Context: an optimization exercise on an open-source flow, tuned for small area. The choices shown serve that exercise and are no tape-out recipe.
Only simulation tests tie the RTL to the original design; equivalence was not proved.

Design foc_top, start of the top module:
module foc_top #(
    parameter              INIT_CYCLES  = 4000,      
    parameter logic        ANGLE_INV    = 1'b0,
    parameter logic [ 7:0] POLE_PAIR    = 8'd14,
    parameter logic [ 8:0] MAX_AMP      = 9'd384,
    parameter logic [ 8:0] SAMPLE_DELAY = 9'd120,
    parameter logic [23:0] Kp           = 24'd5169,
    parameter logic [23:0] Ki           = 24'd3
) (
    input  wire               rstn,
    input  wire               clk,
    input  wire        [11:0] phi,
    output wire               sn_adc,
    input  wire               en_adc,
    input  wire        [11:0] adc_a, adc_b, adc_c,
    output wire               pwm_en,
    output wire               pwm_a,
    output wire               pwm_b,
    output wire               pwm_c,
    output wire               en_idq,
    output wire signed [15:0] id,
    output wire signed [15:0] iq,
    input  wire signed [15:0] id_aim,
    input  wire signed [15:0] iq_aim,
    output reg                init_done
);
function integer bits_for(input integer v);
    integer n;
    begin
        n = 1;
        while ((1 << n) <= v) n = n + 1;
        bits_for = n;
    end
endfunction
localparam CW = bits_for(INIT_CYCLES);
reg  [CW-1:0] init_cnt;
reg  [  11:0] init_phi;
  ...
Size in the first run: roughly 8600 cells after synthesis, roughly 120 I/O pins, about 77000 sq um of cells after synthesis.
export LEC_CHECK = 0
export ABC_AREA = 1
export CAP_MARGIN = 20
export CELL_PAD_IN_SITES_DETAIL_PLACEMENT = 1
export CELL_PAD_IN_SITES_GLOBAL_PLACEMENT = 1
export CORE_MARGIN = 2
export CORE_UTILIZATION = 25
export CTS_BUF_LIST = sky130_fd_sc_hd__clkbuf_8
export GPL_TIMING_DRIVEN = 0
export PLACE_DENSITY = 0.4
export SLEW_MARGIN = 20
export SYNTH_MEMORY_MAX_BITS = 131072
create_clock -name core_clock -period 16.0 [get_ports {clk}]
standard.sh (not shown) runs the stock make flow with config.mk's settings and CLKGATE_MAP_FILE= SYNTH_SCRIPT=/design/flow/synth_recipe.tcl, a recipe that flattens the netlist after the stock synthesis.
==> flow/flow/run.sh <==
#!/bin/bash
# Layout: the standard ORFS flow (standard.sh), plus one netlist pass between synthesis
# and floorplan: flow/polarity.py lets full adders work on complemented values where that
# saves inverters (a full adder is self-dual), and drops the synthesis buffers (the
# placement repair adds the buffers the layout needs). Registers are not touched.
set -euo pipefail
R=orfs/results/${FLOW_PLATFORM}/foc_top/base
bash standard.sh synth > synth.log 2>&1
cp "$R/1_2_yosys.v" 1_2_yosys.standard.v
python3 flow/polarity.py 1_2_yosys.standard.v "$R/1_2_yosys.v" --buffers > polarity.log 2>&1
touch "$R/1_2_yosys.v"
bash standard.sh > layout.log 2>&1
Other scripts of this flow, unchanged in this note and not shown: flow/flow/polarity.py
The first run completed with no timing, DRC or antenna violations.
Edit:
Settings changed: CTS_BUF_LIST sky130_fd_sc_hd__clkbuf_8 to not set, GPL_TIMING_DRIVEN 0 to not set.
Synthesized area does not change.
Design area shrinks by 0.42%.
Synthesized cell count stays the same.
Flip-flop and latch count does not change.
Sequential share of layout area barely changes.
Worst setup slack improves by 0.15 ns.
Cell count stays flat.
Clock-buffer cell count decreases by 48.
Global-route usage stays flat.
Hold slack gains 0.10 ns.
Routed wire length barely changes.
Edit:
Settings changed: CTS_BUF_LIST set to sky130_fd_sc_hd__clkbuf_8.
What happened: The new run went through all stages and came out clean. Via count rises by 0.53%. Die area is unchanged. Cell count rises by 0.68%. Wire length rises by 0.33%. Clock skew hardly moves. Setup slack gets better by 0.050 ns. Fmax rises by 0.33%. Global-route usage hardly moves. Cell area barely changes.

foc_top again, from the RTL that the note above started with.
Settings: LEC_CHECK=0, ABC_AREA=1, CAP_MARGIN=20, CELL_PAD_IN_SITES_DETAIL_PLACEMENT=1, CELL_PAD_IN_SITES_GLOBAL_PLACEMENT=1, CORE_MARGIN=2, CORE_UTILIZATION=25, PLACE_DENSITY=0.4, SLEW_MARGIN=20, SYNTH_MEMORY_MAX_BITS=131072; clock period 16.0 ns.
==> flow/flow/run.sh <==
#!/bin/bash
# Layout: the standard ORFS flow (standard.sh), plus two netlist passes between synthesis
# and floorplan. flow/polarity.py lets full adders work on complemented values where that
# saves inverters (a full adder is self-dual) and drops the synthesis buffers (placement
# repair adds the buffers the layout needs); flow/resyn.sh then re-maps the remaining
# combinational cells with ABC for area. Registers, full and half adders are not touched.
set -euo pipefail
R=orfs/results/${FLOW_PLATFORM}/foc_top/base
LIB=${FLOW_HOME}/platforms/sky130hd/lib/sky130_fd_sc_hd__tt_025C_1v80.lib
bash standard.sh synth > synth.log 2>&1
cp "$R/1_2_yosys.v" 1_2_yosys.standard.v
python3 flow/polarity.py 1_2_yosys.standard.v 1_2_yosys.polarity.v --buffers > polarity.log 2>&1
bash flow/resyn.sh 1_2_yosys.polarity.v "$R/1_2_yosys.v" "$LIB" > resyn.log 2>&1
touch "$R/1_2_yosys.v"
bash standard.sh > layout.log 2>&1
==> flow/flow/resyn.sh <==
#!/bin/bash
# resyn.sh IN.v OUT.v LIB: re-map the combinational cells of a mapped netlist with ABC
# (area mapping), keeping every register, full adder, half adder and tie cell as it is.
set -euo pipefail
IN=$1; OUT=$2; LIB=$3
KEEP=$(grep -o 'sky130_fd_sc_hd__[a-z0-9_]*' "$IN" | sort -u | grep -E '__(fa|ha)_|__(e|s)?df|__dl|__conb' | tr '\n' ' ')
DONT=""
for c in probe_p_8 probec_p_8 lpflow_bleeder_1 lpflow_clkbufkapwr_1 lpflow_clkbufkapwr_16 lpflow_clkbufkapwr_2 \
         lpflow_clkbufkapwr_4 lpflow_clkbufkapwr_8 lpflow_clkinvkapwr_1 lpflow_clkinvkapwr_16 lpflow_clkinvkapwr_2 \
         lpflow_clkinvkapwr_4 lpflow_clkinvkapwr_8 lpflow_decapkapwr_12 lpflow_decapkapwr_3 lpflow_decapkapwr_4 \
         lpflow_decapkapwr_6 lpflow_decapkapwr_8 lpflow_inputiso0n_1 lpflow_inputiso0p_1 lpflow_inputiso1n_1 \
         lpflow_inputiso1p_1 lpflow_inputisolatch_1 lpflow_isobufsrc_1 lpflow_isobufsrc_16 lpflow_isobufsrc_2 \
         lpflow_isobufsrc_4 lpflow_isobufsrc_8 lpflow_isobufsrckapwr_16 lpflow_lsbuf_lh_hl_isowell_tap_1 \
         lpflow_lsbuf_lh_hl_isowell_tap_2 lpflow_lsbuf_lh_hl_isowell_tap_4 lpflow_lsbuf_lh_isowell_4 \
         lpflow_lsbuf_lh_isowell_tap_1 lpflow_lsbuf_lh_isowell_tap_2 lpflow_lsbuf_lh_isowell_tap_4; do
    DONT="$DONT -dont_use sky130_fd_sc_hd__$c"
done
cat > resyn.ys <<EOT
read_liberty -ignore_miss_func $LIB
read_verilog $IN
hierarchy -top foc_top
blackbox $KEEP
flatten
opt_clean
abc -liberty $LIB $DONT -script +strash;dch,-f;map,-a;strash;dch,-f;map,-a;topo
opt_clean
hierarchy -top foc_top
stat -liberty $LIB
write_verilog -noattr -nohex -nodec $OUT
EOT
yosys -s resyn.ys
Other scripts of this flow, unchanged in this note and not shown: flow/flow/polarity.py
The starting point went through all stages and came out clean.
==> next run, changes <==
--- a/flow/flow/resyn.sh
+++ b/flow/flow/resyn.sh
@@ -24,3 +24,3 @@
 opt_clean
-abc -liberty $LIB $DONT -script +strash;dch,-f;map,-a;strash;dch,-f;map,-a;topo
+abc -liberty $LIB $DONT -script +strash;dch;map,-a;topo
 opt_clean
The new run finished clean. Wire length rose by 2.4%. Setup slack degrades by 0.12 ns. Global-route usage went up by 0.46 points.
==> next run, changes <==
--- a/flow/flow/resyn.sh
+++ b/flow/flow/resyn.sh
@@ -24,3 +24,3 @@
 opt_clean
-abc -liberty $LIB $DONT -script +strash;dch;map,-a;topo
+abc -liberty $LIB $DONT -script +strash;dch,-f;map,-a;strash;dch,-f;map,-a;topo
 opt_clean
Settings changed: CTS_BUF_LIST set to sky130_fd_sc_hd__clkbuf_8.
=>
- final area went down by 0.82%
- via count falls by 0.43%
- worst setup slack improves by 0.13 ns
- wire length drops by 2.2%
- synthesized area fell by 0.49%
- clock skew decreases by 0.030 ns
- worst hold slack is better by 0.11 ns
- first-iteration DRC count drops by 8.4%
- sequential cell count is unchanged
- synthesized cell count shrinks by 0.99%

==> what the ideal ports hide <==
How much do the figures lean on ideal ports? The routed layouts below were timed once more, with nothing changed but the port constraints.
Step 1 sets driving cells, clkbuf_16 on the clock port and buf_2 on the other inputs (assumed; they add their load-dependent delay and slew).
Step 2, shift: input delay + t, output delay - t, t = (earliest + latest rising clock arrival at the registers) / 2. This alone moves slack from input paths to output paths.
Slacks: ideal / step 1 / step 2; pairs: ideal / step 1.
run	shift t [ns]	setup slack, ns	worst slew at a driven data input, ns
the first run of note 1	1.020	0.524 / 0.524 / 0.524	0.05
the second run of note 1	0.893	0.673 / 0.673 / 0.673	0.05
the third run of note 1	1.012	0.723 / 0.723 / 0.723	0.05
the first run of note 2	0.939	0.723 / 0.723 / 0.723	0.06
the second run of note 2	0.918	0.606 / 0.606 / 0.606	0.06
the third run of note 2	1.035	0.739 / 0.739 / 0.739	0.06
After both steps every run listed still meets setup and hold.
